Source: an optimization exercise on an open RTL-to-GDS flow (aim: small area). Production flows keep margins and buffers that such runs may drop. At most, simulation tests tie the RTL to the original design; equivalence was not proved. Function not checked in runs 5 to 7: the RTL went through the layout flow alone. Power figures rest on the tool's default switching activity, not on a simulated workload.

==> design.v <==
module topModule (
    input clk,
    input rst,
    input btnL,
    input [1:0] sw,
    input [3:0] JC_cols,
    input btnR,
    output audio_gain,
    output audio_shutdown,
    output audio_out,
    output reg [3:0] JC_rows,
    output reg [3:0] an,
    output reg [6:0] seg
);
    assign audio_shutdown = 1'b1;
    assign audio_gain = 1'b1;
    reg [5:0] c50;
    reg       k1, q1;
    reg [6:0] c125;
    reg       k4;
    wire w50  = c50[5] & c50[4] & c50[0];       
    wire w125 = &c125[6:2];                     
    wire tick = w50 & k1 & ~q1;                 
    always @(posedge clk) begin
        if (rst) begin
            c50 <= 0; k1 <= 0; q1 <= 0; c125 <= 0; k4 <= 0;
        end else begin
            c50 <= w50 ? 6'd0 : c50 + 6'd1;
            if (w50) k1 <= ~k1;
            if (w50 & k1) q1 <= ~q1;
            c125 <= w125 ? 7'd0 : c125 + 7'd1;
            if (w125) k4 <= ~k4;
        end
    end
    reg rl;
    always @(posedge clk) begin
        if (rst) rl <= 1'b1;
        else if (w50) rl <= 1'b0;
    end
    reg [1:0]  status;       
    reg [2:0]  ctr;          
    reg [2:0]  pctr;         
    reg [4:0]  db;           
    reg        validPin;
    reg        play, fail;
    reg [11:0] timer;
    reg [3:0]  bl;
    reg        clean;
    reg [4:0]  led;
    reg        adj_set;
    reg [7:0]  cpH, cpL;     
    reg [7:0]  stH, stL;     
    reg [7:0]  lpH, lpL;     
    reg        accS, accL;   
    wire en = tick & (status != 2'd1);
    wire pressed = (JC_cols != 4'b1111);
    wire edge_ = db[4] & db[2] & db[0];         
    wire dbmax = db[4] & db[2] & db[1];         
    wire R0 = ~JC_rows[0] & JC_rows[1];
    wire R1 = ~JC_rows[1] & JC_rows[0];
    wire R2 = ~JC_rows[2] & JC_rows[0];
    wire R3 = ~JC_rows[3] & JC_rows[0];
    wire K0 = (JC_cols == 4'b1110);
    wire K1 = (JC_cols == 4'b1101);
    wire K2 = (JC_cols == 4'b1011);
    wire K3 = (JC_cols == 4'b0111);
    wire isdig = (R0 & K3) | ((R0 | R1 | R2) & (K0 | K1 | K2));
    wire isC = R3 & K2;
    wire isE = R2 & K3;
    wire isD = R3 & K3;
    wire [3:0] dv = {K2 & ~R0, K1 | (K2 & R0), (K0 & (R1 | R2)) | (K1 & R2) | (K2 & R0),
                     ((K0 | K2) & ~R1) | (K1 & R1)};
    wire kev = en & edge_;
    wire wr = kev & isdig & ~ctr[2];
    wire wr0 = wr & (ctr[1:0] == 2'd0);
    wire wr1 = wr & (ctr[1:0] == 2'd1);
    wire wr2 = wr & (ctr[1:0] == 2'd2);
    wire wr3 = wr & (ctr[1:0] == 2'd3);
    always @(posedge clk) begin
        if (rst) begin
            JC_rows <= 4'b0000;
            db <= 0;
            ctr <= 0;
            pctr <= 3'd7;
            validPin <= 0;
        end else begin
            if (en) begin
                db <= !pressed ? 5'd0 : (dbmax ? db : db + 5'd1);
                if (!pressed)
                    JC_rows <= {JC_rows[2] | ~JC_rows[3], JC_rows[1] | ~JC_rows[3],
                                JC_rows[0] | ~JC_rows[3], JC_rows[3]};
                pctr <= ctr;
                validPin <= edge_ & isE & ctr[2];
            end
            if (kev) begin
                if (isdig) begin
                    if (!ctr[2]) ctr <= ctr + 3'd1;
                end else if (isC | (isE & ctr[2])) ctr <= 0;
                else if (isD) ctr <= ctr - 3'd1;
            end
        end
    end
    wire [7:0] cpH_rot = {cpH[6:0], cpH[7] & ~rl};
    wire [7:0] cpL_rot = {cpL[6:0], cpL[7] & ~rl};
    wire [7:0] cpH_wr = {dv[2:0], dv[3], dv[2:0], dv[3]};   
    wire [7:0] wmH = {{3{wr0}}, wr1, {3{wr1}}, wr0};
    wire [7:0] wmL = {{3{wr2}}, wr3, {3{wr3}}, wr2};
    always @(posedge clk) begin
        cpH <= (wmH & cpH_wr) | (~wmH & cpH_rot);
        cpL <= (wmL & cpH_wr) | (~wmL & cpL_rot);
    end
    wire [2:0] rb = 3'd2 - c50[2:0];
    wire kH = rl & (8'h43 >> rb);
    wire kL = rl & (8'h21 >> rb);
    wire ldS = adj_set;                                
    wire ldL = play & fail & (timer == 12'd0);         
    always @(posedge clk) begin
        stH <= {stH[6:0], ldS ? cpH[7] : (rl ? kH : stH[7])};
        stL <= {stL[6:0], ldS ? cpL[7] : (rl ? kL : stL[7])};
        lpH <= {lpH[6:0], ldL ? cpH[7] : (lpH[7] & ~rl)};
        lpL <= {lpL[6:0], ldL ? cpL[7] : (lpL[7] & ~rl)};
    end
    wire eqS = (cpH[7] == stH[7]) & (cpL[7] == stL[7]);
    wire eqL = (cpH[7] == lpH[7]) & (cpL[7] == lpL[7]);
    always @(posedge clk) begin
        accS <= w50 | (accS & eqS);
        accL <= w50 | (accL & eqL);
    end
    wire match = accS & eqS;           
    wire newfail = ~(accL & eqL);
    always @(posedge clk) begin
        if (rst) begin
            status <= 0;
            play <= 0;
            fail <= 0;
            timer <= 0;
            bl <= 0;
            clean <= 0;
        end else if (tick) begin
            if (play) begin
                if (timer[11] & timer[8] & timer[7] & timer[6] & timer[2]) begin  
                    play <= 0;
                    timer <= 0;
                end else
                    timer <= timer + 12'd1;
            end
            if (clean)
                status <= 0;
            else begin
                case (status)
                    2'd0: if (validPin) begin
                        if (match) begin
                            status <= 1; fail <= 0; play <= 1; timer <= 0;
                        end else if (newfail) begin
                            fail <= 1; play <= 1; timer <= 0;
                        end
                    end
                    2'd1: if (sw[0]) status <= 2;
                    2'd2: if (validPin) status <= 0;
                    default: ;
                endcase
            end
            bl <= {bl[2:0], btnL};
            if (bl == 4'b1111) clean <= 1;
            else if (bl == 4'b0000) clean <= 0;
        end
    end
    assign audio_out = play & (fail ? k4 : k1);
    wire [1:0] slot = (an == 4'b0111) ? 2'd1 : (an == 4'b1011) ? 2'd2 :
                      (an == 4'b1101) ? 2'd3 : 2'd0;
    reg [3:0] dig;
    always @(*) begin
        case (slot)
            2'd0: dig = cpH[7:4];
            2'd1: dig = cpH[3:0];
            2'd2: dig = cpL[7:4];
            default: dig = cpL[3:0];
        endcase
    end
    wire has  = (pctr > {1'b0, slot});    
    wire has0 = (pctr != 3'd0);
    reg [4:0] nled;
    always @(*) begin
        if (status == 2'd1) begin
            case (slot)
                2'd0: nled = 5'b00000;
                2'd1: nled = 5'b01100;
                2'd2: nled = 5'b01101;
                default: nled = 5'b01110;
            endcase
        end else if (status == 2'd2 && adj_set) begin
            case (slot)
                2'd0: nled = 5'b10101;
                2'd1: nled = 5'b01101;
                2'd2: nled = 5'b10110;
                default: nled = 5'b10111;
            endcase
        end else if (has)
            nled = {1'b0, dig};
        else if (has0)
            nled = 5'b01111;
        else if (status == 2'd0) begin
            case (slot)
                2'd0: nled = 5'b01010;
                2'd1: nled = 5'b00000;
                2'd2: nled = 5'b10000;
                default: nled = 5'b01011;
            endcase
        end else begin
            case (slot)
                2'd0: nled = 5'b10100;
                2'd1: nled = 5'b01011;
                default: nled = 5'b10111;
            endcase
        end
    end
    always @(posedge clk) begin
        if (rst) begin
            an <= 4'b0000;
            led <= 0;
            adj_set <= 0;
        end else if (tick) begin
            if (status != 2'd2) adj_set <= 0;
            else if (validPin) adj_set <= 1;
            an <= {an[0], an[3] | ~an[0], an[2] | ~an[0], an[1] | ~an[0]};
            led <= nled;
        end
    end
    always @(*) begin
        seg = 7'b0000001;
        if (led == 5'b00001) seg = 7'b1001111;
        if (led == 5'b00010) seg = 7'b0010010;
        if (led == 5'b00011) seg = 7'b0000110;
        if (led == 5'b00100) seg = 7'b1001100;
        if (led == 5'b00101) seg = 7'b0100100;
        if (led == 5'b00110) seg = 7'b0100000;
        if (led == 5'b00111) seg = 7'b0001111;
        if (led == 5'b01000) seg = 7'b0000000;
        if (led == 5'b01001) seg = 7'b0000100;
        if (led == 5'b01010) seg = 7'b1110001;
        if (led == 5'b10000) seg = 7'b0110001;
        if (led == 5'b01011) seg = 7'b1000010;
        if (led == 5'b01100) seg = 7'b0011000;
        if (led == 5'b01101) seg = 7'b0110000;
        if (led == 5'b01110) seg = 7'b1101010;
        if (led == 5'b01111) seg = 7'b1111110;
        if (led == 5'b10100) seg = 7'b0001000;
        if (led == 5'b10101) seg = 7'b0100100;
        if (led == 5'b10110) seg = 7'b1110000;
        if (led == 5'b10111) seg = 7'b1111111;
    end
endmodule
==> run.sh <==
#!/bin/bash
# synth_recipe.tcl (not shown) runs the flow's synth.tcl, then flattens the netlist and writes it again
# the make line also repeats each setting of config.mk as NAME=value (left out here)
make -C /OpenROAD-flow-scripts/flow DESIGN_CONFIG=/design/flow/config.mk WORK_HOME=/design/flow/orfs CLKGATE_MAP_FILE= SYNTH_SCRIPT=/design/flow/synth_recipe.tcl finish
==> config.mk <==
export PLATFORM = sky130hd
export DESIGN_NAME = topModule
export DESIGN_NICKNAME = topModule
export VERILOG_FILES = /design/flow/design.v
export SDC_FILE = /design/flow/constraint.sdc
export NUM_CORES = 4
export LEC_CHECK = 0
export CAP_MARGIN = 20
export CORE_MARGIN = 2
export CORE_UTILIZATION = 40
export CTS_BUF_LIST = sky130_fd_sc_hd__clkbuf_4
export CTS_CLUSTER_SIZE = 20
export SLEW_MARGIN = 20
==> constraint.sdc <==
create_clock -name core_clock -period 10.0 [get_ports {clk}]
set_input_delay 2.0000 -clock core_clock [delete_from_list [all_inputs] [get_ports {clk}]]
set_output_delay 2.0000 -clock core_clock [all_outputs]
set_load 0.01 [all_outputs]
==> flow_metrics.tcl, run 1 <==
set metrics [dict create \
    finalHoldViolCount 0 \
    drc 0 \
    hold_ws_ns 0.332 \
    clock-sinks 114 \
    swShare_pct 23.0 \
    post-route-period-util_pct 43.1 \
    period_minus_slack_ns 4.31 \
    clk_latency_ns 0.53 \
    synth_compound_gate_area_share_pct 12.6 \
    end_kind "primary output" \
    ctsHoldBuffers 0 \
    area_growth_pct 11.7 \
    path_max_fanout 15 \
    fillers 1290 \
    synthFlopType "dfxtp_1" \
    regArea_sq_um 2280 \
    async_reset_ff_share_pct 0 \
    post-place-ws_ns 5.67 \
    cts_tree "done" \
    totalWireLength_microns 11000 \
    crit_path_frequent_cell "a22o_1" \
    post_cts_buffers 0 \
    route.vias.total 4251 \
    critPathBufInv 1 \
    ys_seq_area_share_pct 42.8 \
    power_density_nw_per_um2 147 \
    gp_routability_congestion 0.869 \
    fin_skew_ns 0.0143 \
    drive_above_1_share_pct 7.64 \
    synth_fa_ha_area_share_pct 5.87 \
    grt_start_max_net_pins 51 \
    pwr-share-comb_pct 2.9 \
    grt_remaining_overflow 0 \
    mostFrequentLayoutCell "dfxtp_1" \
    core_area_sq_um 13100 \
    cts_root_buf "clkbuf_4" \
    fmax_mhz 232 \
    setup_tns_ns 0 \
    switchingPower_mw 0.201 \
    num_io_pins 28 \
    avgRoutedWirePerCell_microns 13.6 \
    cp.required_ns 8.00 \
    htreeDepth 4 \
    maxCapViolations 0 \
    hpwl_microns 7680 \
    rsz0062_at_grt "false" \
    muxShareOfSynthArea_pct 6.36 \
    p_int_mw 0.674 \
    cts.clk_slew.worst_paths_ns 0.10 \
    vias_per_cell 5.28 \
    fin_nets 650 \
    rows 42 \
    synth-xor-area-share_pct 5.10 \
    drt-initial-drc-count 218 \
    grt_pass1_wl_microns 18500 \
    yosys_register_bits 114 \
    grt_antenna_before_repair 1 \
    netlist_area_sq_um 5330 \
    cts_buffer_depth 2 \
    crit_family "flip-flops" \
    vdd_ir_drop_max_mv 0.0840 \
    dpl_cell_area_sq_um 5630 \
    crit_chain "nand2b_1 -> a22o_1 -> a22o_1 -> clkdlybuf4s50_1" \
    avgSynthCellArea_sq_um 8.85 \
    post-route-cell-area_sq_um 5950 \
    drt-pass1-iter-count 4 \
    die_h_microns 119 \
    p_leak_nw 2.27 \
    slew_violations 0 \
    startpoint_type "register" \
    synth-simple-area-share_pct 22.1 \
    hp-class "reg2reg" \
    synth_top_family_by_area "simple AND/OR/NAND/NOR gates" \
    fin_ws_ns 5.69 \
    setup_viol 0 \
    crit_slowest_cell "dfxtp_1" \
    cts_resized 0 \
    mostFrequentLayoutCells "dfxtp_1, nand2_1, nor2_1" \
    gr-usage-all-layers_pct 16.1 \
    synth_edf_count 0 \
    portBuffers 23 \
    grt_pass1_vias 3937 \
    multi_input_area_sq_um 2780 \
    p_clk_share_pct 42.9 \
    yosys_warnings 1 \
    power_frac_seq_pct 54.1 \
    setup.worst_path.class "reg2out" \
    synth_cell_types 66 \
    max_stage_delay_ns 0.66 \
    status "no timing/DRC/antenna violations" \
    max_slew_margin_pct 43.1 \
    tightest_slew_ns 0.833 \
    netlist_instances 602 \
    antenna_left 0 \
    numCtsBuffers 17 \
    die_width_microns 119 \
    dieArea_sq_um 14300 \
    arrival_ns 2.31 \
    start_util_pct 40.6 \
]
==> cell usage after synthesis (3+ instances only) <==
cell      number  area, sq um
ha_1          25          313
and2_1         8         50.1
nand4_1        9         56.3
o21ai_0       16         80.1
buf_4          4         30.0
a211oi_1       4         30.0
nand3_1       21          105
a31oi_1        5         31.3
nand2b_1       9         56.3
a311oi_1       5         43.8
a21oi_1       31          155
xor2_1        14          123
nand3b_1       4         30.0
nor2b_1        7         43.8
o211ai_1       5         37.5
mux2i_1       17          170
nand2_1       69          259
clkbuf_1      19         71.3
mux2_1        12          135
a41oi_1        3         26.3
buf_2          5         25.0
nor4_1         3         18.8
mux2_2         3         33.8
dfxtp_1      114         2280
or3_1          3         18.8
inv_1         32          120
xnor2_1       17          149
nand2_2        4         25.0
nor3_1        26          130
and3_1        10         62.6
nor2_1        51          191
==> state kept, by name, indices dropped and copies added, names as in the netlist, 2 cells and up <==
name     count
db           5
cpL          8
JC_rows      4
lpL          8
status       2
pctr         3
stH          8
c50          6
lpH          8
bl           4
led          5
an           4
c125         7
timer       12
ctr          3
stL          8
cpH          8
==> kinds of logic (layout without fill, tap and decap cells) <==
kind of cell,Yosys count,after routing
compound gates,97,97
xor+xnor,31,31
fa+ha+maj,25,25
buf+inv,63,88
flops,114,114
mux,32,32
other cells,1,3
simple gates,239,239
==> layout make-up <==
type | instances | area share [%]
repair buffers | 24 | 3.91
multi-input cells | 426 | 46.6
diodes | 1 | 0.0420
well taps | 176 | 3.70
clock buffers | 17 | 2.14
flip-flops and latches | 114 | 38.3
inverters | 32 | 2.02
clock inverters | 15 | 3.22
==> power by group through the flow <==
| stage | sequential (mW) | combinational [mW] | clock [mW] |
|---|---|---|---|
| 4_1_cts | 0.474 | 0.0260 | 0.387 |
| 2_1_floorplan | 0.482 | 0.0198 | 0 |
| 6_report | 0.474 | 0.0258 | 0.376 |
| 5_1_grt | 0.476 | 0.0293 | 0.407 |
| 3_5_place_dp | 0.484 | 0.0258 | 0 |
| 3_3_place_gp | 0.484 | 0.0248 | 0 |
==> per-stage QoR <==
stage	power, mW	instances	util, %
floorplan	0.502	603	-
finish	0.876	805	45.3
global placement	0.509	772	42.9
detailed placement	0.510	772	42.9
global route	0.912	805	45.3
CTS	0.888	804	45.3
==> layer usage <==
| metal | vias to the layer above | track usage [%] | share of wire, % |
|---|---|---|---|
| met2 | 104 | 25.3 | 44 |
| li1 | 2130 | - | - |
| met4 | 0 | 6.99 | 2.1 |
| met5 | - | 0 | 0 |
| met3 | 22 | 3.83 | 4.4 |
| met1 | 1995 | 21.0 | 49 |
==> final timing paths <==
| path | from | end | slack (ns) | depth (start not counted) |
|---|---|---|---|---|
| hold reg to reg | stL[3] | stL[4] | 0.33 | 0 |
| setup / recovery | led[1] | seg[4] | 5.69 | 4 |
| hold / removal | stL[3] | stL[4] | 0.33 | 0 |
| setup reg to reg | an[1] | led[1] | 7.40 | 8 |
==> run 2, diff against run 1 <==
--- a/config.mk
+++ b/config.mk
@@ -11,3 +11,4 @@
 export CTS_BUF_LIST = sky130_fd_sc_hd__clkbuf_4
-export CTS_CLUSTER_SIZE = 20
+export CTS_CLUSTER_DIAMETER = 200
+export CTS_CLUSTER_SIZE = 30
 export SLEW_MARGIN = 20
==> run 2 against run 1 <==
  * Total power unchanged
  * Maximum frequency unchanged
  * Sequential power about the same
  * Setup slack unchanged
  * Largest power group unchanged
  * Wire length unchanged
  * Hold slack unchanged
  * Combinational power about the same
  * Clock power about the same
==> flow_metrics.tcl, run 2 <==
set metrics [dict create \
    setup_tns_ns 0 \
    drc 0 \
    grt_remaining_overflow 0 \
    cts_root_buf "clkbuf_4" \
    fin_nets 650 \
    antenna_left 0 \
    netlist_area_sq_um 5330 \
    mostFrequentLayoutCell "dfxtp_1" \
    arrival_ns 2.31 \
    die_width_microns 119 \
    ctsHoldBuffers 0 \
    max_slew_margin_pct 43.1 \
    dieArea_sq_um 14300 \
    dp.cells 772 \
    hold_end "stL[4]" \
    grt_pass1_vias 3937 \
    p_clk_share_pct 42.9 \
    reg2reg_slack_ns 7.40 \
    cp.required_ns 8.00 \
    avgRoutedWirePerCell_microns 13.6 \
    yosys_register_bits 114 \
    tightest_slew_ns 0.833 \
    cts.clk_slew.worst_paths_ns 0.10 \
    fmax_mhz 232 \
    rows 42 \
    synthFlopType "dfxtp_1" \
    startpoint_type "register" \
    yosysTopAreaCell "dfxtp_1" \
    top_register "timer" \
    grt_pass1_wl_microns 18500 \
    setup.worst_path.class "reg2out" \
    layout.cells.non_filler 805 \
    setup_viol 0 \
    gp_routability_congestion 0.869 \
    slew_violations 0 \
    route.vias.total 4251 \
    hpwl_microns 7680 \
    area_growth_pct 11.7 \
    cts_buffer_depth 2 \
    totalWireLength_microns 11000 \
    grt_antenna_before_repair 1 \
    pwr-share-comb_pct 2.9 \
    rsz0062_at_grt "false" \
    crit_slowest_cell "dfxtp_1" \
    reg2regPathDepth 8 \
    yosys_warnings 1 \
    crit_chain "nand2b_1 -> a22o_1 -> a22o_1 -> clkdlybuf4s50_1" \
    synth_top_area_share_pct 42.8 \
    die_h_microns 119 \
    synth_top_family_by_area "simple AND/OR/NAND/NOR gates" \
    fin_skew_ns 0.0143 \
    synth_compound_gate_area_share_pct 12.6 \
    gr-usage-all-layers_pct 16.1 \
    clk_latency_ns 0.53 \
    timing.rr.start "an[1]" \
    multi_input_area_sq_um 2780 \
    synth_fa_ha_area_share_pct 5.87 \
    utilization_pct 45.3 \
    cts_resized 0 \
    post-route-period-util_pct 43.1 \
    worstHoldStart "stL[3]" \
    swShare_pct 23.0 \
    largest_reg_flops 12 \
    synth_area_leaders "dfxtp_1, ha_1, nand2_1" \
    end_kind "primary output" \
    netlist_instances 602 \
    synth_edf_count 0 \
    drt-pass1-iter-count 4 \
    power_mw 0.876 \
    start_util_pct 40.6 \
    htreeDepth 4 \
    p_int_mw 0.674 \
    crit_path_frequent_cell "a22o_1" \
    synth-simple-area-share_pct 22.1 \
    portBuffers 23 \
    mostFrequentLayoutCells "dfxtp_1, nand2_1, nor2_1" \
    status "no timing/DRC/antenna violations" \
    numCtsBuffers 17 \
    synth_cell_types 66 \
    regArea_sq_um 2280 \
    cts_tree "done" \
    power_frac_seq_pct 54.1 \
    fillers 1290 \
    synthTopCellsByCount "dfxtp_1, nand2_1, nor2_1, inv_1, a21oi_1" \
    vias_per_cell 5.28 \
    drive_above_1_share_pct 7.64 \
    avgSynthCellArea_sq_um 8.85 \
    async_reset_ff_share_pct 0 \
    p_leak_nw 2.27 \
    switchingPower_mw 0.201 \
    max_stage_delay_ns 0.66 \
    maxCapViolations 0 \
    post_cts_buffers 0 \
    synth.most_common_cell "dfxtp_1" \
    whs_path_depth 0 \
    ys_seq_area_share_pct 42.8 \
    num_io_pins 28 \
    path_max_fanout 15 \
    power_density_nw_per_um2 147 \
    synth-xor-area-share_pct 5.10 \
    finalHoldViolCount 0 \
    vdd_ir_drop_max_mv 0.0840 \
    muxShareOfSynthArea_pct 6.36 \
    drt-initial-drc-count 218 \
    hp-class "reg2reg" \
    core_area_sq_um 13100 \
    clock-sinks 114 \
    r2r_end "led[1]" \
    grt_start_max_net_pins 51 \
    period_minus_slack_ns 4.31 \
]
==> run 2: layout make-up <==
type | count | area share [%]
well taps | 176 | 3.70
inverters | 32 | 2.02
repair buffers | 24 | 3.91
diodes | 1 | 0.0420
flip-flops and latches | 114 | 38.3
clock buffers | 17 | 2.14
clock inverters | 15 | 3.22
multi-input cells | 426 | 46.6
==> run 2: power by group through the flow <==
stage	Combinational (mW)	Clock (mW)	Sequential, mW
after floorplan	0.0198	0	0.482
after global placement	0.0248	0	0.484
after detailed placement	0.0258	0	0.484
after CTS	0.0260	0.387	0.474
after global routing	0.0293	0.407	0.476
final	0.0258	0.376	0.474
==> run 2: layer usage <==
layer,vias up,global-route usage (%),part of all wire [%]
li1,2130,-,-
met1,1995,21.0,49
met2,104,25.3,44
met3,22,3.83,4.4
met4,0,6.99,2.1
met5,-,0,0
==> run 2: kinds of logic after synthesis <==
kind of cell	after synthesis
fa+ha+maj	25
xor+xnor	31
flops	114
compound gates	97
mux	32
buf+inv	63
simple gates	239
other cells	1
==> run 2: critical path: cells and delay by family, from the launching register on <==
family          cells  cell delay (ns)
buf+inv             1             0.47
flops               1             0.66
compound gates      2             0.49
simple gates        1             0.16
==> run 2: how the worst max path moves through the flow <==
stage	slack, ns	start	depth (start not counted)	endpoint
finish	5.69	led[1]	4	seg[4]
global route	5.49	led[2]	5	seg[2]
CTS	5.63	led[2]	4	seg[3]
detailed placement	5.67	JC_cols[2]	6	cpH[1]
global placement	5.72	JC_cols[2]	6	cpH[7]
floorplan	6.43	JC_cols[0]	6	cpH[1]
==> run 2: metrics by stage <==
step	hold slack, ns	area [sq um]	setup slack [ns]
2_1_floorplan	0.310	5330	6.43
3_3_place_gp	0.310	5630	5.72
3_5_place_dp	0.312	5630	5.67
4_1_cts	0.331	5950	5.63
5_1_grt	0.338	5950	5.49
6_report	0.332	5950	5.69
==> run 3, diff against run 2 <==
--- a/config.mk
+++ b/config.mk
@@ -11,4 +11,2 @@
 export CTS_BUF_LIST = sky130_fd_sc_hd__clkbuf_4
-export CTS_CLUSTER_DIAMETER = 200
-export CTS_CLUSTER_SIZE = 30
 export SLEW_MARGIN = 20
==> run 3 against run 2 <==
  * Still clean on timing, DRC and antenna
  * Clock skew unchanged
  * Non-clock buffer count unchanged
  * Clock power about the same
  * Total power unchanged
  * Global-route usage unchanged
  * Wire length unchanged
  * Critical endpoint unchanged
  * Largest power group unchanged
==> flow_metrics.tcl, run 3 <==
set metrics [dict create \
    synth_edf_count 0 \
    antenna_left 0 \
    drt-initial-drc-count 218 \
    dp.cells 772 \
    drc 0 \
    p_int_mw 0.674 \
    fin_skew_ns 0.0143 \
    ctsHoldBuffers 0 \
    portBuffers 23 \
    ys_seq_area_share_pct 42.8 \
    grt_pass1_vias 3937 \
    tightest_slew_ns 0.833 \
    max_stage_delay_ns 0.66 \
    hpwl_microns 7680 \
    die_h_microns 119 \
    slew_violations 0 \
    post-route-period-util_pct 43.1 \
    p_clk_share_pct 42.9 \
    crit_path_frequent_cell "a22o_1" \
    end_kind "primary output" \
    startpoint_type "register" \
    arrival_ns 2.31 \
    clock-sinks 114 \
    cts_tree "done" \
    setup_tns_ns 0 \
    post-place-ws_ns 5.67 \
    mostFrequentLayoutCells "dfxtp_1, nand2_1, nor2_1" \
    grt_most_used_layer "met2" \
    avgRoutedWirePerCell_microns 13.6 \
    p_leak_nw 2.27 \
    synthFlopType "dfxtp_1" \
    dieArea_sq_um 14300 \
    start_util_pct 40.6 \
    synth_area_leaders "dfxtp_1, ha_1, nand2_1" \
    htreeDepth 4 \
    pwr-share-comb_pct 2.9 \
    vias_per_cell 5.28 \
    mostFrequentLayoutCell "dfxtp_1" \
    rsz0062_at_grt "false" \
    area_growth_pct 11.7 \
    synth.most_common_cell "dfxtp_1" \
    cp.required_ns 8.00 \
    clk_latency_ns 0.53 \
    die_width_microns 119 \
    layout.cells.non_filler 805 \
    crit_slowest_cell "dfxtp_1" \
    async_reset_ff_share_pct 0 \
    gr-usage-all-layers_pct 16.1 \
    cts_buffer_depth 2 \
    totalWireLength_microns 11000 \
    drive_above_1_share_pct 7.64 \
    max_slew_margin_pct 43.1 \
    setup.worst_path.class "reg2out" \
    maxCapViolations 0 \
    netlist_area_sq_um 5330 \
    met1_usage_pct 21.0 \
    grt_start_max_net_pins 51 \
    num_io_pins 28 \
    crit_family "flip-flops" \
    top_register "timer" \
    status "no timing/DRC/antenna violations" \
    rows 42 \
    grt_pass1_wl_microns 18500 \
    setup_viol 0 \
    utilization_pct 45.3 \
    gp_routability_congestion 0.869 \
    met2_usage_pct 25.3 \
    cts.clk_slew.worst_paths_ns 0.10 \
    fmax_mhz 232 \
    swShare_pct 23.0 \
    fin_ws_ns 5.69 \
    power_density_nw_per_um2 147 \
    post_cts_buffers 0 \
    fin_nets 650 \
    cts_resized 0 \
    synth_cell_types 66 \
    route.vias.total 4251 \
    hp-class "reg2reg" \
    grt_antenna_before_repair 1 \
    path_max_fanout 15 \
    avgSynthCellArea_sq_um 8.85 \
    synth_top_area_share_pct 42.8 \
    drt-pass1-iter-count 4 \
    largest_reg_flops 12 \
    fillers 1290 \
    yosys_warnings 1 \
    power_frac_seq_pct 54.1 \
    critPathBufInv 1 \
    crit_chain "nand2b_1 -> a22o_1 -> a22o_1 -> clkdlybuf4s50_1" \
    core_area_sq_um 13100 \
    grt_util_met3_pct 3.83 \
    vdd_ir_drop_max_mv 0.0840 \
    cts_root_buf "clkbuf_4" \
    period_minus_slack_ns 4.31 \
    yosysTopAreaCell "dfxtp_1" \
    yosys_register_bits 114 \
    numCtsBuffers 17 \
    netlist_instances 602 \
    synthTopCellsByCount "dfxtp_1, nand2_1, nor2_1, inv_1, a21oi_1" \
    finalHoldViolCount 0 \
    switchingPower_mw 0.201 \
    grt_remaining_overflow 0 \
]
run 3: cell counts after synthesis:
Identical to the previous run, type by type.
run 3: routing by layer:
layer	up-vias	part of all wire, %
met3	22	4.4
li1	2130	-
met1	1995	49
met5	-	0
met2	104	44
met4	0	2.1
run 3: worst paths after layout:
check | cells past startpoint | slack, ns | from | endpoint
hold / removal | 0 | 0.33 | stL[3] | stL[4]
setup reg to reg | 8 | 7.40 | an[1] | led[1]
setup / recovery | 4 | 5.69 | led[1] | seg[4]
hold reg to reg | 0 | 0.33 | stL[3] | stL[4]
run 3: power by group through the flow:
| stage | combinational (mW) | clock (mW) | sequential, mW |
|---|---|---|---|
| floorplan | 0.0198 | 0 | 0.482 |
| global placement | 0.0248 | 0 | 0.484 |
| detailed placement | 0.0258 | 0 | 0.484 |
| CTS | 0.0260 | 0.387 | 0.474 |
| global route | 0.0293 | 0.407 | 0.476 |
| finish | 0.0258 | 0.376 | 0.474 |
run 3: logic make-up after synthesis:
logic type | Yosys count | share of synthesized area [%]
other | 1 | 0.0704
AND/OR/NAND/NOR | 239 | 22.1
adder cells (fa/ha/maj) | 25 | 5.87
buffers and inverters | 63 | 5.12
flip-flops | 114 | 42.8
multiplexers | 32 | 6.36
XOR/XNOR | 31 | 5.10
AO/OA/AOI/OAI | 97 | 12.6
run 3: per-stage QoR:
stage / cell area (sq um) / power (mW) / hold slack [ns]
2_1_floorplan: 5330 / 0.502 / 0.310
3_3_place_gp: 5630 / 0.509 / 0.310
3_5_place_dp: 5630 / 0.510 / 0.312
4_1_cts: 5950 / 0.888 / 0.331
5_1_grt: 5950 / 0.912 / 0.338
6_report: 5950 / 0.876 / 0.332
run 3: final cells by class:
cell class,instances,area [sq um],area share (%)
Multi-Input combinational cell,426,2780,46.6
Sequential cell,114,2280,38.3
Timing Repair Buffer,24,233,3.91
Tap cell,176,220,3.70
Clock inverter,15,191,3.22
Clock buffer,17,128,2.14
Inverter,32,120,2.02
Antenna cell,1,2.50,0.0420
run 3: worst reg2reg max path, stage by stage (launching register included):
cell and delay (ns):
dfxtp_1 0.46, xor2_1 0.16, nand3_1 0.17, ha_1 0.33, nor2b_1 0.12, o21ai_0 0.42, a222oi_1 0.15, a2111oi_0 0.52
o41ai_1 0.14
==> run 4, diff against run 3 <==
--- a/config.mk
+++ b/config.mk
@@ -10,3 +10,3 @@
 export CORE_UTILIZATION = 40
-export CTS_BUF_LIST = sky130_fd_sc_hd__clkbuf_4
+export CTS_BUF_LIST = sky130_fd_sc_hd__clkbuf_8
 export SLEW_MARGIN = 20
==> run 4 against run 3 <==
  * Area after synthesis is the same
  * Global-route usage is essentially flat
  * Highest routed layer unchanged
  * Wire length grew 0.33%
  * Critical path type unchanged
  * Hold slack lost 0.0070 ns
  * Still clean
  * Core utilization grew 0.94 points
  * Total power grew 11%
  * Via count shrank 1.1%
  * Synthesized cell count is the same
  * Register-to-register slack gained 0.03 ns
  * Flip-flop and latch count is the same
  * Clock skew shrank 0.0061 ns
  * Clock power grew 26%
  * Critical endpoint unchanged
==> flow_metrics.tcl, run 4 <==
set metrics [dict create \
    mostFrequentLayoutCell "dfxtp_1" \
    synth_edf_count 0 \
    cts_buffer_depth 2 \
    end_kind "primary output" \
    clock-sinks 114 \
    hpwl_microns 7680 \
    mostFrequentLayoutCells "dfxtp_1, nand2_1, nor2_1" \
    max_stage_delay_ns 0.65 \
    synthTopCellsByCount "dfxtp_1, nand2_1, nor2_1, inv_1, a21oi_1" \
    rows 42 \
    path_max_fanout 15 \
    avgSynthCellArea_sq_um 8.85 \
    ctsHoldBuffers 0 \
    fin_skew_ns 0.00822 \
    worstHoldStart "stL[3]" \
    timing.rr.start "an[1]" \
    yosysTopAreaCell "dfxtp_1" \
    status "no timing/DRC/antenna violations" \
    ys_seq_area_share_pct 42.8 \
    synth.most_common_cell "dfxtp_1" \
    vias_per_cell 5.23 \
    area_growth_pct 14.1 \
    synth_top_area_share_pct 42.8 \
    async_reset_ff_share_pct 0 \
    finalHoldViolCount 0 \
    avgRoutedWirePerCell_microns 13.7 \
    start_util_pct 40.6 \
    grt_remaining_overflow 0 \
    max_slew_margin_pct 41.5 \
    die_h_microns 119 \
    startpoint_type "register" \
    fmax_mhz 237 \
    drive_above_1_share_pct 7.96 \
    reg2reg_slack_ns 7.43 \
    crit_chain "nand2b_1 -> a22o_1 -> a22o_1 -> clkdlybuf4s50_1" \
    whs_path_depth 0 \
    p_int_mw 0.762 \
    cts.clk_slew.worst_paths_ns 0.07 \
    switchingPower_mw 0.213 \
    grt_antenna_before_repair 0 \
    period_minus_slack_ns 4.22 \
    reg2regPathDepth 8 \
    tightest_slew_ns 0.877 \
    arrival_ns 2.22 \
    largest_reg_flops 12 \
    r2r_end "led[1]" \
    netlist_area_sq_um 5330 \
    yosys_register_bits 114 \
    vdd_ir_drop_max_mv 0.0868 \
    critPathBufInv 1 \
    cts_resized 0 \
    antenna_left 0 \
    grt_pass1_wl_microns 18600 \
    top_register "timer" \
    post_cts_buffers 0 \
    cp.required_ns 8.00 \
    post-route-period-util_pct 42.2 \
    setup.worst_path.class "reg2out" \
    route.vias.total 4203 \
    post-route-cell-area_sq_um 6080 \
    dpl_cell_area_sq_um 5630 \
    htreeDepth 4 \
    grt_start_max_net_pins 51 \
    crit_family "flip-flops" \
    p_clk_share_pct 48.7 \
    synth_cell_types 66 \
    maxCapViolations 0 \
    totalWireLength_microns 11000 \
    setup_tns_ns 0 \
    swShare_pct 21.8 \
    netlist_instances 602 \
    grt_pass1_vias 3935 \
    drt-pass1-iter-count 4 \
    drc 0 \
    numCtsBuffers 17 \
    yosys_warnings 1 \
    cts_root_buf "clkbuf_8" \
    antenna_cells 0 \
    clk_latency_ns 0.43 \
    synthFlopType "dfxtp_1" \
    power_density_nw_per_um2 160 \
    p_leak_nw 2.33 \
    hold_end "stL[4]" \
    core_area_sq_um 13100 \
    dieArea_sq_um 14300 \
    num_io_pins 28 \
    crit_path_frequent_cell "a22o_1" \
    die_width_microns 119 \
    crit_slowest_cell "dfxtp_1" \
    rsz0062_at_grt "false" \
    hp-class "reg2reg" \
    setup_viol 0 \
    gr-usage-all-layers_pct 16.1 \
    gp_routability_congestion 0.869 \
    portBuffers 23 \
    fin_nets 650 \
    hold_ws_ns 0.325 \
    cts_tree "done" \
    slew_violations 0 \
    synth_area_leaders "dfxtp_1, ha_1, nand2_1" \
    drt-initial-drc-count 253 \
    power_frac_seq_pct 48.6 \
    pwr-share-comb_pct 2.7 \
]
[run 4: worst reg2reg max path, cell delays in order, from the launching register on]
cell and delay, ns:
dfxtp_1 0.45, xor2_1 0.16, nand3_1 0.17, ha_1 0.33, nor2b_1 0.12, o21ai_0 0.42
a222oi_1 0.14, a2111oi_0 0.50, o41ai_1 0.14
[run 4: cell families after synthesis]
family	Yosys count	synth area share, %
buffers and inverters	63	5.12
flip-flops	114	42.8
AO/OA/AOI/OAI	97	12.6
other	1	0.0704
multiplexers	32	6.36
adder cells (fa/ha/maj)	25	5.87
AND/OR/NAND/NOR	239	22.1
XOR/XNOR	31	5.10
[run 4: worst max path at each step]
stage | start | end | cells after the start
after global placement | JC_cols[2] | cpH[7] | 6
after CTS | led[2] | seg[3] | 4
after global routing | led[2] | seg[2] | 5
after floorplan | JC_cols[0] | cpH[1] | 6
after detailed placement | JC_cols[2] | cpH[1] | 6
final | led[1] | seg[4] | 4
[run 4: layer usage]
| metal | global-route usage [%] | vias up | routed length [microns] |
|---|---|---|---|
| met5 | 0 | - | 0 |
| met1 | 21.2 | 1991 | 5560 |
| li1 | - | 2121 | - |
| met3 | 4.26 | 13 | 377 |
| met2 | 25.2 | 78 | 4920 |
| met4 | 6.10 | 0 | 157 |
[run 4: power groups by stage]
stage	clock network [mW]	registers [mW]	logic, mW
after floorplan	0	0.482	0.0198
after global placement	0	0.484	0.0248
after detailed placement	0	0.484	0.0258
after CTS	0.485	0.474	0.0260
after global routing	0.508	0.476	0.0293
final	0.475	0.474	0.0259
[run 4: area by class of cell]
| type | instances | area, sq um |
|---|---|---|
| Fill cell | 1271 | 7060 |
| Multi-Input combinational cell | 426 | 2780 |
| Sequential cell | 114 | 2280 |
| Clock buffer | 19 | 262 |
| Timing Repair Buffer | 24 | 233 |
| Tap cell | 176 | 220 |
| Clock inverter | 13 | 184 |
| Inverter | 32 | 120 |
[run 4: metrics by stage]
stage,util [%],power (mW),worst slack (ns),instances
after global placement,42.9,0.509,5.72,772
after detailed placement,42.9,0.510,5.67,772
after CTS,46.3,0.985,5.76,804
final,46.3,0.975,5.78,804
after floorplan,-,0.502,6.43,603
after global routing,46.3,1.01,5.61,804
==> run 5, diff against run 4 <==
--- a/design.v
+++ b/design.v
@@ -11,3 +11,3 @@
     output reg [3:0] JC_rows,
-    output reg [3:0] an,
+    output [3:0] an,
     output reg [6:0] seg
@@ -17,11 +17,13 @@
     reg [5:0] c50;
-    reg       k1, q1;
-    reg [6:0] c125;
-    reg       k4;
+    reg       k1;
+    reg [3:0] d;
     wire w50  = c50[5] & c50[4] & c50[0];       
-    wire w125 = &c125[6:2];                     
-    wire tick = w50 & k1 & ~q1;                 
-    always @(posedge clk) begin
-        if (rst) begin
-            c50 <= 0; k1 <= 0; q1 <= 0; c125 <= 0; k4 <= 0;
+    wire w100 = w50 & k1;                       
+    wire tick = w100 & ~d[0];                   
+    wire ge25 = c50 >= 6'd25;
+    wire k4 = ((d == 4'd1 || d == 4'd6) & (k1 | ge25)) | ((d == 4'd2 || d == 4'd7) & ~k1) |
+              ((d == 4'd3 || d == 4'd8) & k1 & ge25) | (d == 4'd4) | (d == 4'd9);
+    always @(posedge clk) begin
+        if (rst) begin
+            c50 <= 0; k1 <= 0; d <= 0;
         end else begin
@@ -29,5 +31,3 @@
             if (w50) k1 <= ~k1;
-            if (w50 & k1) q1 <= ~q1;
-            c125 <= w125 ? 7'd0 : c125 + 7'd1;
-            if (w125) k4 <= ~k4;
+            if (w100) d <= (d[3] & d[0]) ? 4'd0 : d + 4'd1;
         end
@@ -37,3 +37,3 @@
         if (rst) rl <= 1'b1;
-        else if (w50) rl <= 1'b0;
+        else if (tick) rl <= 1'b0;
     end
@@ -112,4 +112,5 @@
     wire [2:0] rb = 3'd2 - c50[2:0];
-    wire kH = rl & (8'h43 >> rb);
-    wire kL = rl & (8'h21 >> rb);
+    wire rs = rl & ~k1;
+    wire kH = (8'h43 >> rb);
+    wire kL = (8'h21 >> rb);
     wire ldS = adj_set;                                
@@ -117,4 +118,4 @@
     always @(posedge clk) begin
-        stH <= {stH[6:0], ldS ? cpH[7] : (rl ? kH : stH[7])};
-        stL <= {stL[6:0], ldS ? cpL[7] : (rl ? kL : stL[7])};
+        stH <= {stH[6:0], ldS ? cpH[7] : (rs ? kH : stH[7])};
+        stL <= {stL[6:0], ldS ? cpL[7] : (rs ? kL : stL[7])};
         lpH <= {lpH[6:0], ldL ? cpH[7] : (lpH[7] & ~rl)};
@@ -168,4 +169,5 @@
     assign audio_out = play & (fail ? k4 : k1);
-    wire [1:0] slot = (an == 4'b0111) ? 2'd1 : (an == 4'b1011) ? 2'd2 :
-                      (an == 4'b1101) ? 2'd3 : 2'd0;
+    reg [1:0] slot;
+    assign an = {~(rl | (slot == 2'd1)), ~(rl | (slot == 2'd2)),
+                 ~(rl | (slot == 2'd3)), ~(rl | (slot == 2'd0))};
     reg [3:0] dig;
@@ -218,3 +220,3 @@
         if (rst) begin
-            an <= 4'b0000;
+            slot <= 2'd0;
             led <= 0;
@@ -224,3 +226,3 @@
             else if (validPin) adj_set <= 1;
-            an <= {an[0], an[3] | ~an[0], an[2] | ~an[0], an[1] | ~an[0]};
+            slot <= slot + 2'd1;
             led <= nled;
@@ -229,23 +231,9 @@
     always @(*) begin
-        seg = 7'b0000001;
-        if (led == 5'b00001) seg = 7'b1001111;
-        if (led == 5'b00010) seg = 7'b0010010;
-        if (led == 5'b00011) seg = 7'b0000110;
-        if (led == 5'b00100) seg = 7'b1001100;
-        if (led == 5'b00101) seg = 7'b0100100;
-        if (led == 5'b00110) seg = 7'b0100000;
-        if (led == 5'b00111) seg = 7'b0001111;
-        if (led == 5'b01000) seg = 7'b0000000;
-        if (led == 5'b01001) seg = 7'b0000100;
-        if (led == 5'b01010) seg = 7'b1110001;
-        if (led == 5'b10000) seg = 7'b0110001;
-        if (led == 5'b01011) seg = 7'b1000010;
-        if (led == 5'b01100) seg = 7'b0011000;
-        if (led == 5'b01101) seg = 7'b0110000;
-        if (led == 5'b01110) seg = 7'b1101010;
-        if (led == 5'b01111) seg = 7'b1111110;
-        if (led == 5'b10100) seg = 7'b0001000;
-        if (led == 5'b10101) seg = 7'b0100100;
-        if (led == 5'b10110) seg = 7'b1110000;
-        if (led == 5'b10111) seg = 7'b1111111;
+        seg[6] = (led[3] & led[1]) | (led[4] & led[1]) | (~led[3] & ~led[2] & ~led[1] & led[0]) | (~led[4] & ~led[3] & led[2] & ~led[1] & ~led[0]);
+        seg[5] = ~((~led[2] & led[0]) | (~led[4] & ~led[1] & ~led[0]) | (~led[4] & ~led[3] & ~led[2]) | (led[4] & led[2] & ~led[1]) | (~led[4] & ~led[3] & led[1] & led[0]));
+        seg[4] = (led[4] & led[1]) | (led[3] & led[2] & ~led[1]) | (~led[2] & led[1] & ~led[0]) | (led[4] & ~led[2]) | (led[3] & led[2] & led[0]);
+        seg[3] = (led[2] & ~led[1] & ~led[0]) | (led[2] & led[1] & led[0]) | (led[3] & led[2] & led[1]) | (~led[3] & ~led[2] & ~led[1] & led[0]);
+        seg[2] = (~led[3] & led[0]) | (~led[2] & ~led[1] & led[0]) | (led[2] & led[1] & led[0]) | (~led[4] & ~led[3] & led[2] & ~led[1]);
+        seg[1] = (led[1] & led[0]) | (~led[3] & ~led[2] & led[1]) | (~led[3] & ~led[2] & led[0]) | (led[3] & led[2] & led[1]);
+        seg[0] = (~led[3] & ~led[2] & ~led[1]) | (~led[3] & led[2] & led[1] & led[0]) | (led[3] & ~led[2] & led[1] & ~led[0]);
     end
==> run 5 against run 4 <==
  * Global-route usage about the same
  * Die area down 0.53%
  * Core utilization down 1.6 points
  * Flip-flop and latch count down 7
  * Largest power group is now registers
==> flow_metrics.tcl, run 5 <==
set metrics [dict create \
    synth.most_common_cell "dfxtp_1" \
    portBuffers 23 \
    synth_edf_count 0 \
    status "no timing/DRC/antenna violations" \
    p_leak_nw 2.23 \
    gr-usage-all-layers_pct 16.0 \
    synth_area_leaders "dfxtp_1, ha_1, mux2_4" \
    clk_latency_ns 0.39 \
    grt_pass1_vias 3734 \
    finalHoldViolCount 0 \
    grt_remaining_overflow 0 \
    ys_seq_area_share_pct 40.4 \
    post-place-ws_ns 5.78 \
    fin_skew_ns 0.00888 \
    grt_pass1_wl_microns 18500 \
    drc 0 \
    post_cts_buffers 0 \
    layout.cells.non_filler 773 \
    dieArea_sq_um 14200 \
    crit_slowest_cell "clkdlybuf4s50_1" \
    totalWireLength_microns 11000 \
    drt-initial-drc-count 231 \
    power_density_nw_per_um2 129 \
    avgSynthCellArea_sq_um 9.06 \
    slew_violations 0 \
    cts_buffer_depth 2 \
    power_mw 0.754 \
    vdd_ir_drop_max_mv 0.0626 \
    path_max_fanout 10 \
    setup_viol 0 \
    period_minus_slack_ns 4.64 \
    hpwl_microns 7710 \
    cts.clk_slew.worst_paths_ns 0.10 \
    yosys_register_bits 107 \
    gp_routability_congestion 0.860 \
    ctsHoldBuffers 0 \
    synth_cell_types 68 \
    netlist_instances 585 \
    clock-sinks 107 \
    numCtsBuffers 9 \
    synthTopCellsByCount "dfxtp_1, nor2_1, nand2_1, a21oi_1, ha_1" \
    hp-class "reg2reg" \
    grt_start_max_net_pins 57 \
    vias_per_cell 5.26 \
    setup_tns_ns 0 \
    yosys_warnings 1 \
    crit_chain "inv_1 -> ha_1 -> nor3b_1 -> o21bai_1 -> a21o_1 -> nand2_1 -> a41oi_1 -> clkdlybuf4s50_1" \
    die_width_microns 119 \
    synthFlopType "dfxtp_1" \
    drive_above_1_share_pct 7.37 \
    startpoint_type "register" \
    utilization_pct 44.6 \
    post-route-period-util_pct 46.4 \
    async_reset_ff_share_pct 0 \
    fin_ws_ns 5.36 \
    top_register "timer" \
    setup.worst_path.class "reg2out" \
    max_stage_delay_ns 0.57 \
    tightest_slew_ns 1.04 \
    cts_root_buf "clkbuf_8" \
    fmax_mhz 215 \
    max_slew_margin_pct 30.9 \
    avgRoutedWirePerCell_microns 14.2 \
    mostFrequentLayoutCells "dfxtp_1, nor2_1, nand2_1" \
    cts_tree "done" \
    end_kind "primary output" \
    largest_reg_flops 12 \
    num_io_pins 28 \
    start_util_pct 40.5 \
    netlist_area_sq_um 5300 \
    cts_resized 0 \
    area_growth_pct 10.2 \
    mostFrequentLayoutCell "dfxtp_1" \
    core_area_sq_um 13100 \
    antenna_cells 0 \
    arrival_ns 2.64 \
    htreeDepth 3 \
    dp.cells 757 \
    synth_top_area_share_pct 40.4 \
    rsz0062_at_grt "false" \
    yosysTopAreaCell "dfxtp_1" \
    drt-pass1-iter-count 4 \
    route.vias.total 4064 \
    antenna_left 0 \
    rows 42 \
    fin_nets 634 \
    maxCapViolations 0 \
    die_h_microns 119 \
    cp.required_ns 8.00 \
    grt_antenna_before_repair 0 \
]
==> run 5: changes by cell type after synthesis, sizes merged, moves of 4 or more <==
cell / delta
clkbuf: +4
buf: -6
dfxtp: -7
a211o: +4
and3: -8
o21ai: +11
nand2: -26
nor2: +5
xnor2: -6
nand3: -8
ha: +7
==> run 5: layout make-up <==
cell class,count,area (sq um)
inverters,29,109
multi-input cells,421,2920
well taps,176,220
flip-flops and latches,107,2140
fillers,1287,7240
clock inverters,7,90.1
repair buffers,24,233
clock buffers,9,124
==> run 5: report_power, final <==
part	leakage (nW)	internal, mW	switching [mW]	total, mW
Clock	0.108	0.122	0.160	0.282
Sequential	0.867	0.439	0.00641	0.446
Combinational	1.25	0.0109	0.0157	0.0266
Total	2.23	0.572	0.182	0.754
==> run 5: routing by layer <==
layer  up-vias  global-route usage [%]  part of all wire (%)
li1       2077                       -                     -
met1      1913                    22.5                    51
met2        61                    24.5                    44
met3        13                    3.35                   3.7
met4         0                    5.28                   1.5
met5         -                       0                     0
==> run 5: path summary, 6_finish.rpt <==
kind / startpoint / endpoint / slack (ns) / cells past startpoint
setup / recovery: c50[0] / audio_out / 5.36 / 8
hold / removal: stL[2] / stL[3] / 0.34 / 0
setup reg to reg: c50[0] / timer[11] / 7.50 / 4
hold reg to reg: stL[2] / stL[3] / 0.34 / 0
==> run 5: cell families after synthesis <==
| group | after synthesis | synth area share, % |
|---|---|---|
| fa+ha+maj | 32 | 7.56 |
| buf+inv | 58 | 4.46 |
| compound gates | 122 | 15.7 |
| simple gates | 213 | 21.2 |
| flops | 107 | 40.4 |
| mux | 29 | 6.80 |
| other cells | 1 | 0.0708 |
| xor+xnor | 23 | 3.80 |
==> run 5: through the flow <==
step | hold slack [ns] | instance area, sq um
6_report | 0.336 | 5840
5_1_grt | 0.341 | 5840
4_1_cts | 0.338 | 5840
3_5_place_dp | 0.312 | 5630
3_3_place_gp | 0.311 | 5630
2_1_floorplan | 0.310 | 5300
==> run 5: critical path, delay by kind of cell, from the launching register on <==
| family | cells | cell delay (ns) |
|---|---|---|
| DFF | 1 | 0.52 |
| adders and majority gates | 1 | 0.23 |
| AOI/OAI and AO/OA | 3 | 0.61 |
| buffers and inverters | 2 | 0.69 |
| and+or+nand+nor | 2 | 0.19 |
==> run 6, diff against run 5 <==
--- a/config.mk
+++ b/config.mk
@@ -10,3 +10,2 @@
 export CORE_UTILIZATION = 40
-export CTS_BUF_LIST = sky130_fd_sc_hd__clkbuf_8
 export SLEW_MARGIN = 20
==> run 6 against run 5 <==
  * Still clean
  * Sequential power barely moved
  * Total power grew 12%
  * Non-clock buffer count stayed put
  * Area after synthesis unchanged
  * Clock skew fell by 0.0047 ns
  * Largest power group unchanged
==> flow_metrics.tcl, run 6 <==
set metrics [dict create \
    post-place-ws_ns 5.78 \
    antenna_left 0 \
    reg2regPathDepth 4 \
    rows 42 \
    synth-simple-area-share_pct 21.2 \
    synth_fa_ha_area_share_pct 7.56 \
    grt_remaining_overflow 0 \
    cp.required_ns 8.00 \
    yosys_warnings 1 \
    vias_per_cell 5.27 \
    crit_slowest_cell "clkdlybuf4s50_1" \
    totalWireLength_microns 10900 \
    die_width_microns 119 \
    largest_reg_flops 12 \
    layout.cells.non_filler 773 \
    startpoint_type "register" \
    ctsHoldBuffers 0 \
    post_cts_buffers 0 \
    finalHoldViolCount 0 \
    synth_compound_gate_area_share_pct 15.7 \
    maxCapViolations 0 \
    cts.clk_slew.worst_paths_ns 0.07 \
    hp-class "reg2reg" \
    synth_cell_types 68 \
    drc 0 \
    whs_path_depth 0 \
    hpwl_microns 7710 \
    hold_ws_ns 0.328 \
    power_mw 0.842 \
    netlist_instances 585 \
    route.vias.total 4075 \
    synthTopCellsByCount "dfxtp_1, nor2_1, nand2_1, a21oi_1, ha_1" \
    dieArea_sq_um 14200 \
    cts_root_buf "clkbuf_16" \
    arrival_ns 2.61 \
    yosys_register_bits 107 \
    gp_routability_congestion 0.860 \
    drt-pass1-iter-count 4 \
    portBuffers 23 \
    tightest_slew_ns 1.02 \
    area_growth_pct 12.2 \
    p_leak_nw 2.27 \
    timing.rr.start "k1" \
    synth_area_leaders "dfxtp_1, ha_1, mux2_4" \
    clock-sinks 107 \
    async_reset_ff_share_pct 0 \
    vdd_ir_drop_max_mv 0.0820 \
    grt_start_max_net_pins 57 \
    cts_tree "done" \
    slew_violations 0 \
    gr-usage-all-layers_pct 16.0 \
    fmax_mhz 217 \
    end_kind "primary output" \
    status "no timing/DRC/antenna violations" \
    htreeDepth 3 \
    muxShareOfSynthArea_pct 6.80 \
    drt-initial-drc-count 251 \
    setup.worst_path.class "reg2out" \
    max_slew_margin_pct 32.3 \
    path_max_fanout 10 \
    synthFlopType "dfxtp_1" \
    hold_end "lpH[5]" \
    r2r_end "timer[11]" \
    fin_skew_ns 0.00414 \
    grt_pass1_vias 3745 \
    top_register "timer" \
    num_io_pins 28 \
    ys_seq_area_share_pct 40.4 \
    synth_edf_count 0 \
    setup_tns_ns 0 \
    critPathBufInv 2 \
    avgSynthCellArea_sq_um 9.06 \
    mostFrequentLayoutCell "dfxtp_1" \
    synth-xor-area-share_pct 3.80 \
    cts_buffer_depth 2 \
    synth_top_area_share_pct 40.4 \
    clk_latency_ns 0.35 \
    dpl_cell_area_sq_um 5630 \
    reg2reg_slack_ns 7.50 \
    synth_top_family_by_area "simple AND/OR/NAND/NOR gates" \
    synth.most_common_cell "dfxtp_1" \
    crit_family "buffers and inverters" \
    period_minus_slack_ns 4.61 \
    crit_chain "inv_1 -> ha_1 -> nor3b_1 -> o21bai_1 -> a21o_1 -> nand2_1 -> a41oi_1 -> clkdlybuf4s50_1" \
    post-route-period-util_pct 46.1 \
    post-route-cell-area_sq_um 5940 \
    fin_nets 634 \
    mostFrequentLayoutCells "dfxtp_1, nor2_1, nand2_1" \
    yosysTopAreaCell "dfxtp_1" \
    max_stage_delay_ns 0.57 \
    setup_viol 0 \
    drive_above_1_share_pct 7.37 \
    power_density_nw_per_um2 142 \
    start_util_pct 40.5 \
    core_area_sq_um 13100 \
    netlist_area_sq_um 5300 \
    grt_pass1_wl_microns 18600 \
    fin_ws_ns 5.39 \
    utilization_pct 45.4 \
    avgRoutedWirePerCell_microns 14.2 \
    fillers 1268 \
    rsz0062_at_grt "false" \
    numCtsBuffers 9 \
    grt_antenna_before_repair 0 \
    antenna_cells 0 \
    dp.cells 757 \
    worstHoldStart "lpH[4]" \
    cts_resized 0 \
    die_h_microns 119 \
]
run 6: worst max path at each step:
stage                    start        end  slack (ns)  cells past startpoint
floorplan           JC_cols[0]     cpL[1]        6.52                      6
global route            c50[0]  audio_out        5.22                      8
global placement        c50[0]  audio_out        5.85                      8
CTS                     c50[0]  audio_out        5.35                      8
detailed placement      c50[0]  audio_out        5.78                      8
finish                  c50[0]  audio_out        5.39                      8
run 6: where the power goes:
group | internal (mW) | switching, mW | leakage (nW)
logic | 0.0109 | 0.0156 | 1.25
clock network | 0.200 | 0.170 | 0.154
registers | 0.439 | 0.00639 | 0.867
run 6: layer usage:
layer	vias up	track usage, %	wire [microns]
met3	12	3.21	374
li1	2085	-	-
met2	68	24.7	4930
met5	-	0	0
met1	1910	22.4	5500
met4	0	5.06	151
run 6: final cells by class:
class	count	area [sq um]	area share [%]
Sequential cell	107	2140	36.0
Inverter	29	109	1.83
Multi-Input combinational cell	421	2920	49.2
Tap cell	176	220	3.71
Clock buffer	9	225	3.79
Clock inverter	7	90.1	1.52
Timing Repair Buffer	24	233	3.92
run 6: worst register-to-register path, cell delays in order (launching register included):
cell and delay [ns]:
dfxtp_1 0.52, and4_1 0.37, nand2_1 0.46, a21oi_1 0.86, nor3_1 0.13
run 6: cells by family after synthesis:
group,count (synthesis)
AOI/OAI and AO/OA,122
buffers and inverters,58
muxes,29
other,1
adders and majority gates,32
xor gates and xnor gates,23
DFF,107
and+or+nand+nor,213
==> run 7, diff against run 6 <==
--- a/config.mk
+++ b/config.mk
@@ -10,2 +10,3 @@
 export CORE_UTILIZATION = 40
+export CTS_BUF_LIST = sky130_fd_sc_hd__clkbuf_4 sky130_fd_sc_hd__clkbuf_8
 export SLEW_MARGIN = 20
==> run 7 against run 6 <==
  * Synthesized cell count did not move
  * Still clean
  * Wire length is essentially flat
  * Cell count did not move
  * Via count decreased by 0.27%
  * Clock-buffer cell count stayed put
  * Setup slack got worse by 0.037 ns
  * Flip-flop and latch count is the same
  * Critical path type unchanged
  * First-iteration DRC count decreased by 8.0%
  * Maximum frequency decreased by 0.81%
  * Clock power down 24%
  * Global-route usage is essentially flat
==> flow_metrics.tcl, run 7 <==
set metrics [dict create \
    status "no timing/DRC/antenna violations" \
    drive_above_1_share_pct 7.37 \
    critPathBufInv 2 \
    synthFlopType "dfxtp_1" \
    dp.cells 757 \
    fin_skew_ns 0.00888 \
    synth_cell_types 68 \
    avgSynthCellArea_sq_um 9.06 \
    async_reset_ff_share_pct 0 \
    ctsHoldBuffers 0 \
    tightest_slew_ns 1.04 \
    path_max_fanout 10 \
    multi_input_area_sq_um 2920 \
    start_util_pct 40.5 \
    netlist_area_sq_um 5300 \
    portBuffers 23 \
    ys_seq_area_share_pct 40.4 \
    largest_reg_flops 12 \
    post-route-period-util_pct 46.4 \
    avgRoutedWirePerCell_microns 14.2 \
    cts_buffer_depth 2 \
    reg2regPathDepth 4 \
    crit_chain "inv_1 -> ha_1 -> nor3b_1 -> o21bai_1 -> a21o_1 -> nand2_1 -> a41oi_1 -> clkdlybuf4s50_1" \
    antenna_left 0 \
    cts_tree "done" \
    mostFrequentLayoutCell "dfxtp_1" \
    top_layer_used "met4" \
    synth_area_leaders "dfxtp_1, ha_1, mux2_4" \
    fillers 1287 \
    reg2reg_slack_ns 7.50 \
    p_leak_nw 2.23 \
    yosysTopAreaCell "dfxtp_1" \
    cts_resized 0 \
    fmax_mhz 215 \
    startpoint_type "register" \
    slew_violations 0 \
    max_stage_delay_ns 0.57 \
    rows 42 \
    clock-sinks 107 \
    wl_met1_microns 5540 \
    num_io_pins 28 \
    synth.most_common_cell "dfxtp_1" \
    top_register "timer" \
    hpwl_microns 7710 \
    gr-usage-all-layers_pct 16.0 \
    utilization_pct 44.6 \
    post-route-cell-area_sq_um 5840 \
    startpoint "c50[0]" \
    crit_slowest_cell "clkdlybuf4s50_1" \
    finalHoldViolCount 0 \
    core_area_sq_um 13100 \
    route.vias.total 4064 \
    vdd_ir_drop_max_mv 0.0626 \
    htreeDepth 3 \
    totalWireLength_microns 11000 \
    timing.rr.start "c50[0]" \
    end_kind "primary output" \
    grt_remaining_overflow 0 \
    synth_top_area_share_pct 40.4 \
    period_minus_slack_ns 4.64 \
    endpoint "audio_out" \
    layout.cells.non_filler 773 \
    vias_per_cell 5.26 \
    netlist_instances 585 \
    maxCapViolations 0 \
    die_width_microns 119 \
    cp.required_ns 8.00 \
    met3_length_microns 406 \
    grt_pass1_wl_microns 18500 \
    yosys_register_bits 107 \
    dieArea_sq_um 14200 \
    numCtsBuffers 9 \
    mostFrequentLayoutCells "dfxtp_1, nor2_1, nand2_1" \
    max_slew_margin_pct 30.9 \
    cts.clk_slew.worst_paths_ns 0.10 \
    wl_met2_microns 4840 \
    area_growth_pct 10.2 \
    antenna_cells 0 \
    clk_latency_ns 0.39 \
    grt_pass1_vias 3734 \
    drt-initial-drc-count 231 \
    setup_viol 0 \
    setup_tns_ns 0 \
    die_h_microns 119 \
    crit_family "buffers and inverters" \
    setup.worst_path.class "reg2out" \
    drc 0 \
    dpl_cell_area_sq_um 5630 \
    arrival_ns 2.64 \
    grt_antenna_before_repair 0 \
    gp_routability_congestion 0.860 \
    synthTopCellsByCount "dfxtp_1, nor2_1, nand2_1, a21oi_1, ha_1" \
    hp-class "reg2reg" \
    cts_root_buf "clkbuf_8" \
    power_density_nw_per_um2 129 \
    cp.depth 8 \
    synth_edf_count 0 \
    yosys_warnings 1 \
    regArea_sq_um 2140 \
    r2r_end "timer[11]" \
    grt_start_max_net_pins 57 \
    post_cts_buffers 0 \
    fin_nets 634 \
    rsz0062_at_grt "false" \
    drt-pass1-iter-count 4 \
]
[run 7: where the power goes]
part / leakage, nW / switching [mW] / internal [mW]
logic: 1.25 / 0.0157 / 0.0109
registers: 0.867 / 0.00641 / 0.439
clock network: 0.108 / 0.160 / 0.122
[run 7: cell type report]
cell class,instances,share of cell area (%)
timing repair buffer,24,3.98
clock inverter,7,1.54
tap,176,3.77
inverter,29,1.86
multi-input combinational,421,50.1
sequential,107,36.7
clock buffer,9,2.12
[run 7: worst min path at each step]
| stage | cells after the start | to | start |
|---|---|---|---|
| 3_5_place_dp | 0 | stH[2] | stH[1] |
| 4_1_cts | 0 | stL[3] | stL[2] |
| 5_1_grt | 0 | lpH[5] | lpH[4] |
| 6_report | 0 | stL[3] | stL[2] |
| 3_3_place_gp | 0 | stH[2] | stH[1] |
| 2_1_floorplan | 0 | lpH[1] | lpH[0] |
[run 7: layer usage]
metal  up-vias  GRT usage [%]
met1      1913           22.5
met4         0           5.28
met2        61           24.5
met5         -              0
li1       2077              -
met3        13           3.35
[run 7: logic make-up after synthesis]
group	count (synthesis)	share of synthesized area (%)
simple gates	213	21.2
compound gates	122	15.7
flops	107	40.4
buf+inv	58	4.46
fa+ha+maj	32	7.56
mux	29	6.80
xor+xnor	23	3.80
other cells	1	0.0708
[run 7: through the flow]
stage	power, mW	hold slack [ns]	setup slack, ns
after global routing	0.786	0.341	5.17
final	0.754	0.336	5.36
after floorplan	0.473	0.310	6.52
after detailed placement	0.482	0.312	5.78
after CTS	0.763	0.338	5.30
after global placement	0.480	0.311	5.85

## afterwards: timing with drivers on the ports
Ports are ideal in the flow. The routed layouts listed here were re-timed in OpenROAD. Step 1 (the two cells are an assumption about what drives the block):
set clk [get_ports {clk}]
set_driving_cell -lib_cell sky130_fd_sc_hd__clkbuf_16 $clk
set_driving_cell -lib_cell sky130_fd_sc_hd__buf_2 [delete_from_list [all_inputs] $clk]
Step 2 times the ports against the registers' clock, not the clock port: input delays grow and output delays shrink by t, the midpoint of the rising clock arrivals with the driver on. Three values: ideal ports, drivers, drivers and shift; two values: the first two.
run | t, ns | setup slack, ns | hold WS [ns] | worst setup path at the end | pins driven straight from the clock port
run 1 | 0.554 | 5.687 / 5.652 / 5.644 | 0.332 / 0.332 / 0.332 | input to register | 1
run 2 | 0.554 | 5.687 / 5.652 / 5.644 | 0.332 / 0.332 / 0.332 | input to register | 1
run 3 | 0.554 | 5.687 / 5.652 / 5.644 | 0.332 / 0.332 / 0.332 | input to register | 1
run 4 | 0.462 | 5.784 / 5.752 / 5.637 | 0.325 / 0.325 / 0.325 | input to register | 1
run 5 | 0.417 | 5.357 / 5.322 / 5.739 | 0.336 / 0.336 / 0.336 | register to output | 1
run 6 | 0.388 | 5.395 / 5.354 / 5.742 | 0.328 / 0.328 / 0.328 | register to output | 1
run 7 | 0.417 | 5.357 / 5.322 / 5.739 | 0.336 / 0.336 / 0.336 | register to output | 1
After both steps setup and hold are still met in every run listed. For run 4, which loses most, drivers alone change the setup slack by -0.032 ns; drivers and shift together by -0.147 ns.
